What follows belongs to an exercise in optimizing a design on an open flow for small area; a production flow would make more cautious choices. Function was checked by simulation only, so behaviour that the tests miss may differ from the original. Power figures rest on the tool's default switching activity, not on a simulated workload.

<file path="run.sh">
#!/bin/bash
# synth_recipe.tcl (not shown) runs the flow's synth.tcl, then flattens the netlist and writes it again
# the make line also repeats each setting of config.mk as NAME=value (left out here)
make -C /OpenROAD-flow-scripts/flow DESIGN_CONFIG=/design/flow/config.mk WORK_HOME=/design/flow/orfs CLKGATE_MAP_FILE= SYNTH_SCRIPT=/design/flow/synth_recipe.tcl finish
</file>
<file path="config.mk">
export PLATFORM = sky130hd
export DESIGN_NAME = egcoding
export DESIGN_NICKNAME = egcoding
export VERILOG_FILES = /design/flow/design.v
export SDC_FILE = /design/flow/constraint.sdc
export NUM_CORES = 4
export LEC_CHECK = 0
export CAP_MARGIN = 20
export CORE_MARGIN = 2
export CORE_UTILIZATION = 40
export SLEW_MARGIN = 20
</file>
<file path="constraint.sdc">
create_clock -name core_clock -period 12.0 [get_ports {clk}]
set_input_delay 2.4000 -clock core_clock [delete_from_list [all_inputs] [get_ports {clk}]]
set_output_delay 2.4000 -clock core_clock [all_outputs]
set_load 0.01 [all_outputs]
</file>
<file path="design.v">
module egcoding(
	input wire clk,
	input wire rst,
	input wire rx,
	output wire tx
);
	localparam S_IDLE  = 4'd0;
	localparam S_RLEN0 = 4'd1;
	localparam S_RLEN1 = 4'd2;
	localparam S_RDATA = 4'd3;
	localparam S_WRITE = 4'd4;
	localparam S_RESP  = 4'd5;
	localparam S_FETCH = 4'd6;
	localparam S_RUN   = 4'd7;
	localparam S_TX    = 4'd8;
	localparam S_END   = 4'd9;
	localparam S_CNT0  = 4'd10;
	localparam S_CNT1  = 4'd11;
	localparam S_TXF   = 4'd12;
	reg[3:0] state;
	reg[511:0] ra, rb;
	reg[5:0] ph;
	wire[7:0] ra_out = ra[511:504];
	wire[7:0] rb_out = rb[511:504];
	reg ubusy, umode;         
	reg[3:0] baud, bitn;      
	reg[7:0] sr;              
	reg bor;                  
	wire udone = ubusy && bitn == 4'd9 && baud == 4'd15;
	wire ushift = ubusy && bitn != 4'd0 && bitn != 4'd9 && baud == (umode ? 4'd15 : 4'd8);
	wire rxv = ubusy && !umode && bitn == 4'd8 && baud == 4'd9;
	wire rxend = udone && !umode;
	assign tx = !(ubusy && umode) || bitn == 4'd9 || (bitn != 4'd0 && (sr[0] ^ bor));
	reg[6:0] i;
	reg[6:0] len_in, len_res;
	reg mcomp;
	reg[7:0] cur;
	reg[3:0] p;       
	reg[3:0] bc;      
	reg zm;           
	reg ex;           
	reg dry;          
	wire[7:0] inc = rb_out + 8'd1;
	reg[2:0] msb;
	integer k;
	always @(*) begin
		msb = 3'd0;
		for (k = 1; k < 8; k = k + 1)
			if (inc[k]) msb = k;
	end
	wire ebit = !p[3] && cur[p[2:0]];
	wire code_done = zm ? (p == 4'd1) : (cur[0] && p == 4'd0);
	wire wslot = state == S_WRITE && ph[4:0] == i[4:0];
	always @(posedge clk) begin
		ph <= ph + 6'd1;
		ra <= {ra[503:256], (wslot && ph[5] != i[5]) ? sr : ra[255:248],
		       ra[247:0], (wslot && ph[5] == i[5]) ? sr : ra_out};
		rb <= {rb[503:0], state == S_RESP ? ra_out : rb_out};
	end
	always @(posedge clk) begin
		if (ubusy) begin
			baud <= baud + 4'd1;
			if (baud == 4'd15)
				bitn <= bitn + 4'd1;
			if (udone)
				ubusy <= 0;
		end else if (!rx) begin
			ubusy <= 1;
			umode <= 0;
			baud <= 4'd1;
			bitn <= 4'd0;
		end
		if (ushift) begin
			sr <= {rx && !umode, sr[7:1]};
			bor <= bor && !sr[0];
		end
		case (state)
		S_IDLE: if (rxend) begin
			case (sr[1:0])
			2'd0: state <= S_RLEN0;
			2'd1: begin
				dry <= 1;
				i <= 7'd0;
				bc <= 4'd0;
				p <= 4'd0;
				zm <= 0;
				sr <= 8'd0;
				state <= S_FETCH;
			end
			default: begin
				mcomp <= !sr[0];
				len_res <= len_in;
				sr <= 8'd0;
				ubusy <= 1; umode <= 1; baud <= 4'd0; bitn <= 4'd0; bor <= 0;
				state <= S_RESP;
			end
			endcase
		end
		S_RLEN0: if (rxv) begin
			len_in <= sr[6:0];
			state <= S_RLEN1;
		end
		S_RLEN1: if (rxv) begin
			i <= 7'd0;
			state <= S_RDATA;
		end
		S_RDATA: begin
			if (i == len_in) begin
				if (!ubusy || !bitn[3])
					state <= S_IDLE;
			end else if (rxv)
				state <= S_WRITE;
		end
		S_WRITE: if (wslot) begin
			i <= i + 7'd1;
			state <= S_RDATA;
		end
		S_RESP: if (udone)
			state <= S_IDLE;
		S_FETCH: begin
			if (i == len_res)
				state <= S_END;
			else if (ph == i[5:0]) begin
				if (mcomp) begin
					cur <= inc;
					p <= {msb, 1'b0};
				end else
					cur <= rb_out;
				i <= i + 7'd1;
				ex <= 0;
				state <= S_RUN;
			end
		end
		S_RUN: begin
			if (ex)
				state <= S_FETCH;
			else if (mcomp) begin
				bc <= bc + 4'd1;
				p <= p - 4'd1;
				ex <= p == 4'd0;
				if (dry) begin
					if (bc == 4'd0)
						sr <= sr + 8'd1;
				end else begin
					sr <= {ebit, sr[7:1]};
					if (bc[2:0] == 3'd7) begin
						ubusy <= 1; umode <= 1; baud <= 4'd0; bitn <= 4'd0; bor <= 0;
						state <= S_TX;
					end
				end
			end else begin
				cur <= {1'b0, cur[7:1]};
				bc <= bc + 4'd1;
				ex <= bc[2:0] == 3'd7;
				if (!zm) begin
					if (cur[0]) begin
						zm <= 1;
						if (!dry)
							sr <= {sr[6:0], 1'b1};
					end else
						p <= p + 4'd1;
				end else begin
					if (!dry)
						sr <= {sr[6:0], cur[0]};
					p <= p - 4'd1;
				end
				if (code_done) begin
					zm <= 0;
					p <= 4'd0;
					if (dry)
						sr <= sr + 8'd1;
					else begin
						ubusy <= 1; umode <= 1; baud <= 4'd0; bitn <= 4'd0; bor <= 1;
						state <= S_TX;
					end
				end
			end
		end
		S_TX: if (udone)
			state <= S_RUN;
		S_END: begin
			if (dry) begin
				if (!mcomp)
					sr <= sr + 8'd1;
				ubusy <= 1; umode <= 1; baud <= 4'd0; bitn <= 4'd0; bor <= 0;
				state <= S_CNT0;
			end else if (mcomp) begin
				if (bc == 4'd0)
					state <= S_IDLE;
				else begin
					bc <= bc + 4'd1;
					sr <= {1'b0, sr[7:1]};
					if (bc[2:0] == 3'd7) begin
						ubusy <= 1; umode <= 1; baud <= 4'd0; bitn <= 4'd0; bor <= 0;
						state <= S_TX;
					end
				end
			end else begin
				ubusy <= 1; umode <= 1; baud <= 4'd0; bitn <= 4'd0; bor <= 1;
				state <= S_TXF;
			end
		end
		S_CNT0: if (udone) begin
			ubusy <= 1; umode <= 1; baud <= 4'd0; bitn <= 4'd0; bor <= 0;
			state <= S_CNT1;
		end
		S_CNT1: if (udone) begin
			dry <= 0;
			i <= 7'd0;
			bc <= 4'd0;
			p <= 4'd0;
			zm <= 0;
			state <= S_FETCH;
		end
		S_TXF: if (udone)
			state <= S_IDLE;
		default: state <= S_IDLE;
		endcase
		if (!rst) begin
			state <= S_IDLE;
			ubusy <= 0;
		end
	end
endmodule
</file>
==> results of run 1 <==
-- metrics by stage --
stage / setup WS, ns / hold WS [ns] / std cells
global placement: 7.706 / 0.3098 / 2497
global route: 6.858 / 0.3118 / 2670
finish: 7.009 / 0.3082 / 2671
CTS: 6.974 / 0.3116 / 2670
floorplan: 8.436 / 0.3096 / 1686
detailed placement: 7.677 / 0.3121 / 2497
-- layout make-up --
class	count	area, µm²	share of cell area
antenna	1	2.502	0.00008217
inverter	18	67.56	0.002219
timing repair buffer	9	75.07	0.002465
clock inverter	40	568.0	0.01865
tap	855	1070	0.03513
multi-input combinational	521	3576	0.1174
clock buffer	133	2784	0.09141
sequential	1094	22310	0.7326
-- cells by family after synthesis --
logic type,after synthesis,share of synthesized area
compound gates,174,0.04524
xor+xnor,52,0.01741
fa+ha+maj,18,0.008609
buf+inv,71,0.01119
flops,1094,0.8528
mux,34,0.01492
simple gates,243,0.04979
-- Yosys cell counts, types with 3 or more instances --
| cell type | n |
|---|---|
| dfxtp_1 | 1053 |
| nor2_1 | 52 |
| nand2_1 | 47 |
| o21ai_0 | 44 |
| edfxtp_1 | 41 |
| clkbuf_1 | 39 |
| a21oi_1 | 35 |
| nand3_1 | 33 |
| xor2_1 | 29 |
| xnor2_1 | 23 |
| mux2_2 | 20 |
| nor3_1 | 20 |
| ha_1 | 18 |
| inv_1 | 18 |
| and3_1 | 14 |
| mux2i_1 | 12 |
| nor2b_1 | 12 |
| o221ai_1 | 12 |
| nand2b_1 | 11 |
| a31oi_1 | 10 |
| buf_2 | 9 |
| nor3b_1 | 9 |
| o2111ai_1 | 8 |
| and2_1 | 7 |
| nand4_1 | 7 |
| or3_1 | 7 |
| o211ai_1 | 6 |
| o22ai_1 | 6 |
| a211oi_1 | 5 |
| a21o_1 | 5 |
| a221oi_1 | 4 |
| a22oi_1 | 4 |
| nor4_1 | 4 |
| o311ai_0 | 4 |
| a211o_1 | 3 |
| nand4b_1 | 3 |
| nor4_4 | 3 |
| o21a_1 | 3 |
-- path summary, 6_finish.rpt --
check        depth (start not counted)         endpoint            start
max                                  4               tx    sr[0]$_DFF_P_
min                                  0  ra[272]$_DFF_P_  ra[264]$_DFF_P_
max reg2reg                          6   p[3]$_DFFE_PP_  baud[0]$_DFF_P_
min reg2reg                          0  ra[272]$_DFF_P_  ra[264]$_DFF_P_
-- per-layer routing --
layer | up-vias | routed length, µm | track usage
met1 | 5540 | 18990 | 0.1634
met5 | - | 0 | 0
li1 | 5744 | - | -
met3 | 93 | 2139 | 0.03577
met2 | 263 | 15230 | 0.1588
met4 | 0 | 1241 | 0.05029
-- worst max-delay path: stages (launching register included) --
cell and delay [ns]:
dfxtp_1 0.54, inv_1 0.23, ha_1 0.35, o2111ai_1 0.25, clkdlybuf4s50_1 0.58
-- power by group --
| part | internal (mW) | total, mW | leakage, nW | switching (mW) |
|---|---|---|---|---|
| clock network | 1.85 | 3.14 | 1.65 | 1.28 |
| registers | 3.66 | 3.71 | 8.86 | 0.0426 |
| logic | 0.0626 | 0.143 | 1.37 | 0.0800 |
-- flip-flops by register name, indices dropped and copies added, names as in the netlist --
signal and flops:
bc 4, bitn 4, len_in 7, dry 1, ubusy 1, ph 6, zm 1, ra 512
rb 512, cur 8, baud 4, sr 8, umode 1, p 4, len_res 7, ex 1
i 7, bor 1, mcomp 1, state 4
==> summary.txt, run 1 <==
* Status: timing/DRC/antenna clean
* Synth warnings at 1
* Worst Clk Skew at 0.01946 ns
* Commonest non-fill, non-tap cell in the layout: dfxtp_1
* Period minus WS final at 4.991 ns
* Peak VDD IR at 0.1363 mV
* Cells after synthesis at 1686
* Pwr dens at 229.4 nW/µm²
* First DRT Iteration DRCs at 696
* Final core area utilization at 0.4716
* Fin Setup TNS at 0 ns
* Die X at 259.7 µm
* GR Util All Layers at 0.1146
* # setup viols final at 0
* Die area at 67460 µm²
* Core area at 64580 µm²
* GP Congestion at 0.8507
* Total grt overflow at 0
* Initial antenna violation count at 2
* Post-synth EDFFs at 41
* Fillcell total at 5553
* Synth Register Bits at 1094
* Slew margin rel. at 0.3144
* Worst setup EP type: output pin
* Initial Utilization at 0.4051
* FFs w/ async S/R, synth at 0
* Critical Path Fanout Max at 10
* Startpoint types: flip-flop
* CTS Buf Count at 94
* FF-to-FF setup slack at 8.99 ns
* Commonest non-fill, non-tap cells in the layout: 1053 x dfxtp_1, 98 x clkbuf_16, 51 x nor2_1
* Hpwl dp at 20790 µm
* Pre-Repair DR Iteration Count at 5
* Mapped Area at 26160 µm²
* Worst-path clk slew at 0.07 ns
* Setup Buffers After CTS at 0
* CTS H-tree depth at 3
* Max Root-Sink Buffers at 3
* CTS tree: built
* DR vias at 11640
* Clock root buffer: clkbuf_16
* Syn avg cell area at 15.52 µm²
* Final ANT Viol Nets at 0
* Die Height at 259.7 µm
* Yosys cell types at 70
* Period utilisation layout at 0.4159
* MaxCap Viol Count at 0
* RSZ-0062 raised after global routing: no
* Peak Freq at 0.2004 GHz
* Hold_buf cts at 0
* Area Overhead vs Synth at 16.41%
* Tot Pwr at 6.986 mW
* Largest net degree at the start of global routing at 29
* Routed WL at 37600 µm
* Row count at 93
* IO Pins at 4
* Worst Path Required at 9.60 ns
* Syn_nets at 1707
* Cell taking the most area after synthesis: dfxtp_1
* Fin. Hold Viols at 0
* Design Area, Final at 30450 µm²
* Yosys top cell area share at 0.8058
* Register area share after synthesis at 0.8528
* Post-DP Area at 27100 µm²
* Cell leakage power at 11.87 nW
* WL per Instance at 14.08 µm
* PostCTS Resize Cnt at 0
* Top FF cell, synth: dfxtp_1
* Share of layout cells above drive strength 1 at 0.1118
* CP Class: reg2out
* Number of global-route vias before repair at 11540
* Nets at 1759
* Dominant cells by area after synthesis: dfxtp_1 81%, edfxtp_1 4.7%, xor2_1 0.97%
* Arr. time, crit path at 2.59 ns
* Clk latency of the worst-skew pair at 0.64 ns
* Fin. max-slew vios at 0
* First-pass GRT wire length at 61720 µm
* Vias per std cell at 4.358
* Hold WC Path Type: reg2reg
* Tightest Pin Transition at 1.020 ns
* DRC viols at 0
* Clk sink count at 1094
* # port buffers at 3
==> inputs of run 2 (changes only) <==
--- a/config.mk
+++ b/config.mk
@@ -9,3 +9,4 @@
 export CORE_MARGIN = 2
 export CORE_UTILIZATION = 40
+export CTS_BUF_LIST = sky130_fd_sc_hd__clkbuf_8
 export SLEW_MARGIN = 20
==> run 2 against run 1 <==
  * Still clean
  * Flip-flop and latch count unchanged
  * Sequential share of layout area rose by 0.78 points
  * First-iteration DRC count is 2.9% lower
==> summary.txt, run 2 <==
* Post-DP Area at 27100 µm² (unchanged)
* Die area at 67460 µm² (unchanged)
* Critical Path Stages at 4 (unchanged)
* FFs w/ async S/R, synth at 0 (unchanged)
* Final instance count without filler cells at 2777 (+4.0%)
* Vias per std cell at 4.304 (-1.2%)
* Top Registers: ra: 512 flops, rb: 512 flops
* Number of global-route vias before repair at 12109 (+4.9%)
* First-pass GRT wire length at 62930 µm (+2.0%)
* Slew margin rel. at 0.3516 (+0.03713)
* Dominant cells by area after synthesis: dfxtp_1 81%, edfxtp_1 4.7%, xor2_1 0.97%
* Post-synth EDFFs at 41 (unchanged)
* Yosys top cell area share at 0.8058 (unchanged)
* CP top delay family: buffers and inverters
* Reg-to-Reg Start: baud[0]$_DFF_P_
* Inst Count DP at 2497 (unchanged)
* Syn_nets at 1707 (unchanged)
* Count leader, synth: dfxtp_1
* Register area share after synthesis at 0.8528 (unchanged)
* Syn avg cell area at 15.52 µm² (unchanged)
* CP Class: reg2out
* Core area at 64580 µm² (unchanged)
* FF-to-FF setup slack at 8.96 ns (-0.03 ns)
* Fin Setup TNS at 0 ns (unchanged)
* Design Area, Final at 30140 µm² (-1.0%)
* GP Congestion at 0.8507 (unchanged)
* Comb power frac at 0.022 (+0.002)
* Capture point of the worst reg-to-reg path: p[0]$_DFFE_PP_
* First DRT Iteration DRCs at 676 (-2.9%)
* Top FF cell, synth: dfxtp_1
* DR vias at 11952 (+2.7%)
* Hold WC Path Type: reg2reg
* Sw Ratio at 0.2147 (+0.01346)
* Fin. max-slew vios at 0 (unchanged)
* Total grt overflow at 0 (unchanged)
* Peak Freq at 0.1953 GHz (-2.5%)
* Tightest Pin Transition at 0.9662 ns (-0.05369 ns)
* Period utilisation layout at 0.4267 (+0.01084)
* Worst Path Required at 9.60 ns (about the same)
* Post-synth top cells: 1053 x dfxtp_1, 52 x nor2_1, 47 x nand2_1
* WL met2 at 15690 µm (+3.0%)
* # port buffers at 3 (unchanged)
* Max Root-Sink Buffers at 3 (unchanged)
* Max incr delay on CP at 0.58 ns (about the same)
* Cell leakage power at 12.00 nW (+1.1%)
* Area Overhead vs Synth at 15.19%
* Worst Hold Endpoint: ra[370]$_DFF_P_
* Net switching power figure at 1.410 mW (+0.32%)
* Clk latency of the worst-skew pair at 0.77 ns (+0.13 ns)
* CTS tree: built
* Hold_buf cts at 0 (unchanged)
* Period minus WS final at 5.121 ns (+0.1301 ns)
* GR Util All Layers at 0.1180 (+0.003468)
* Hpwl dp at 20790 µm (unchanged)
* Worst-path clk slew at 0.06 ns (about the same)
* WL per Instance at 13.81 µm (-1.9%)
* MaxCap Viol Count at 0 (unchanged)
* IO Pins at 4 (unchanged)
* Synth warnings at 1 (unchanged)
* Cell taking the most area after synthesis: dfxtp_1
* Final core area utilization at 0.4666 (-0.004940)
* Hold depth at 0 (unchanged)
* CP Launch Point: sr[0]$_DFF_P_
* Internal power at 5.159 mW (-7.5%)
* Pre-Repair DR Iteration Count at 7 (+2)
* # setup viols final at 0 (unchanged)
* Critical-path cell list: inv_1, ha_1, o2111ai_1, clkdlybuf4s50_1
* Fin. Hold Viols at 0 (unchanged)
* Die Height at 259.7 µm (unchanged)
* Share of layout cells above drive strength 1 at 0.1374 (+0.02558)
* Clk sink count at 1094 (unchanged)
* Arr. time, crit path at 2.72 ns (+0.13 ns)
* Commonest non-fill, non-tap cells in the layout: 1053 x dfxtp_1, 178 x clkbuf_8, 78 x inv_1
* Worst Clk Skew at 0.02953 ns (+0.01007 ns)
* DR top layer: met4
* Yosys cell types at 70 (unchanged)
* CTS H-tree depth at 4 (+1)
* WL met1 at 19220 µm (+1.2%)
* DRC viols at 0 (unchanged)
* Largest net degree at the start of global routing at 29 (unchanged)
* Met3 WL at 2326 µm (+8.7%)
* Initial antenna violation count at 2 (unchanged)
* Status: timing/DRC/antenna clean
* Min-Delay Startpoint: ra[362]$_DFF_P_
* Die X at 259.7 µm (unchanged)
* Row count at 93 (unchanged)
* Synth Register Bits at 1094 (unchanged)
* Critical Path Fanout Max at 10 (unchanged)
* Startpoint types: flip-flop
* Nets at 1820 (+3.5%)
* Clock root buffer: clkbuf_8
* Pwr dens at 218.0 nW/µm² (-5.0%)
* Worst setup EP type: output pin
* Routed WL at 38360 µm (+2.0%)
* Mapped Area at 26160 µm² (unchanged)
* Setup Buffers After CTS at 0 (unchanged)
* Worst path slowest cell: clkdlybuf4s50_1
* Cells after synthesis at 1686 (unchanged)
* Buf+Inv Stages, Crit Path at 2 (unchanged)
* RSZ-0062 raised after global routing: no
* Peak VDD IR at 0.1224 mV (-10%)
* PostCTS Resize Cnt at 0 (unchanged)
* Clock power frac at 0.414 (-0.035)
* Final ANT Viol Nets at 0 (unchanged)
* CTS Buf Count at 155 (+65%)
* Initial Utilization at 0.4051 (unchanged)
* Commonest non-fill, non-tap cell in the layout: dfxtp_1
* Seq pwr share at 0.565 (+0.034)
* Reg2Reg Depth at 6 (unchanged)
## run 2: cell families (layout without fill, tap and decap cells)
logic type | after synthesis | in the layout | synth area share
other cells | 0 | 1 | 0
mux | 34 | 34 | 0.01492
buf+inv | 71 | 306 | 0.01119
fa+ha+maj | 18 | 18 | 0.008609
xor+xnor | 52 | 52 | 0.01741
simple gates | 243 | 243 | 0.04979
compound gates | 174 | 174 | 0.04524
flops | 1094 | 1094 | 0.8528
## run 2: stage by stage
step	power, mW	hold slack [ns]	worst slack [ns]
6_report	6.569	0.3090	6.879
5_1_grt	6.859	0.3086	6.709
4_1_cts	6.681	0.3047	6.798
3_5_place_dp	3.928	0.3121	7.677
3_3_place_gp	3.928	0.3098	7.706
2_1_floorplan	3.893	0.3096	8.436
## run 2: cell type report
type / count / area (µm²)
Clock buffer: 178 / 2450
Timing Repair Buffer: 9 / 75.07
Tap cell: 855 / 1070
Antenna cell: 1 / 2.502
Fill cell: 5651 / 34450
Multi-Input combinational cell: 521 / 3585
Inverter: 18 / 67.56
Clock inverter: 101 / 574.3
Sequential cell: 1094 / 22310
## run 2: power groups by stage
stage	clock network, mW	registers (mW)	logic [mW]
after detailed placement	0	3.79	0.141
after CTS	2.83	3.71	0.142
after floorplan	0	3.76	0.137
final	2.72	3.71	0.143
after global routing	2.99	3.71	0.160
after global placement	0	3.79	0.140
## run 2: worst max-delay path by stage
stage,endpoint,slack (ns)
final,tx,6.88
after global routing,tx,6.71
after CTS,tx,6.80
after detailed placement,tx,7.68
after global placement,tx,7.71
after floorplan,tx,8.44
## run 2: metal layers
layer,vias up,global-route usage
li1,5892,-
met1,5676,0.1622
met2,303,0.1596
met3,81,0.04064
met4,0,0.06976
met5,-,0

separate check: timing with driven ports:
In the flow no input, the clock included, has a driving cell. The finished layouts below were timed again as built, in two steps. Step 1 sets driving cells, clkbuf_16 on the clock port and buf_2 on the other inputs (assumed; they add their load-dependent delay and slew). Step 2 times the ports against the registers' clock, not the clock port: input delays grow and output delays shrink by t, the midpoint of the rising clock arrivals with the driver on. Slacks: no drivers / after step 1 / after step 2; pairs: no drivers / after step 1.
run | t, ns | setup WS [ns] | latest minus earliest clock arrival (ns) | slew at the worst register clock pin (ns) | pins driven straight from the clock port
run 1 | 0.685 | 7.009 / 6.954 / 7.639 | 0.025 / 0.024 | 0.07 / 0.07 | 1
run 2 | 0.796 | 6.879 / 6.826 / 7.622 | 0.044 / 0.044 | 0.07 / 0.07 | 1
After both steps setup and hold are still met in every run listed.
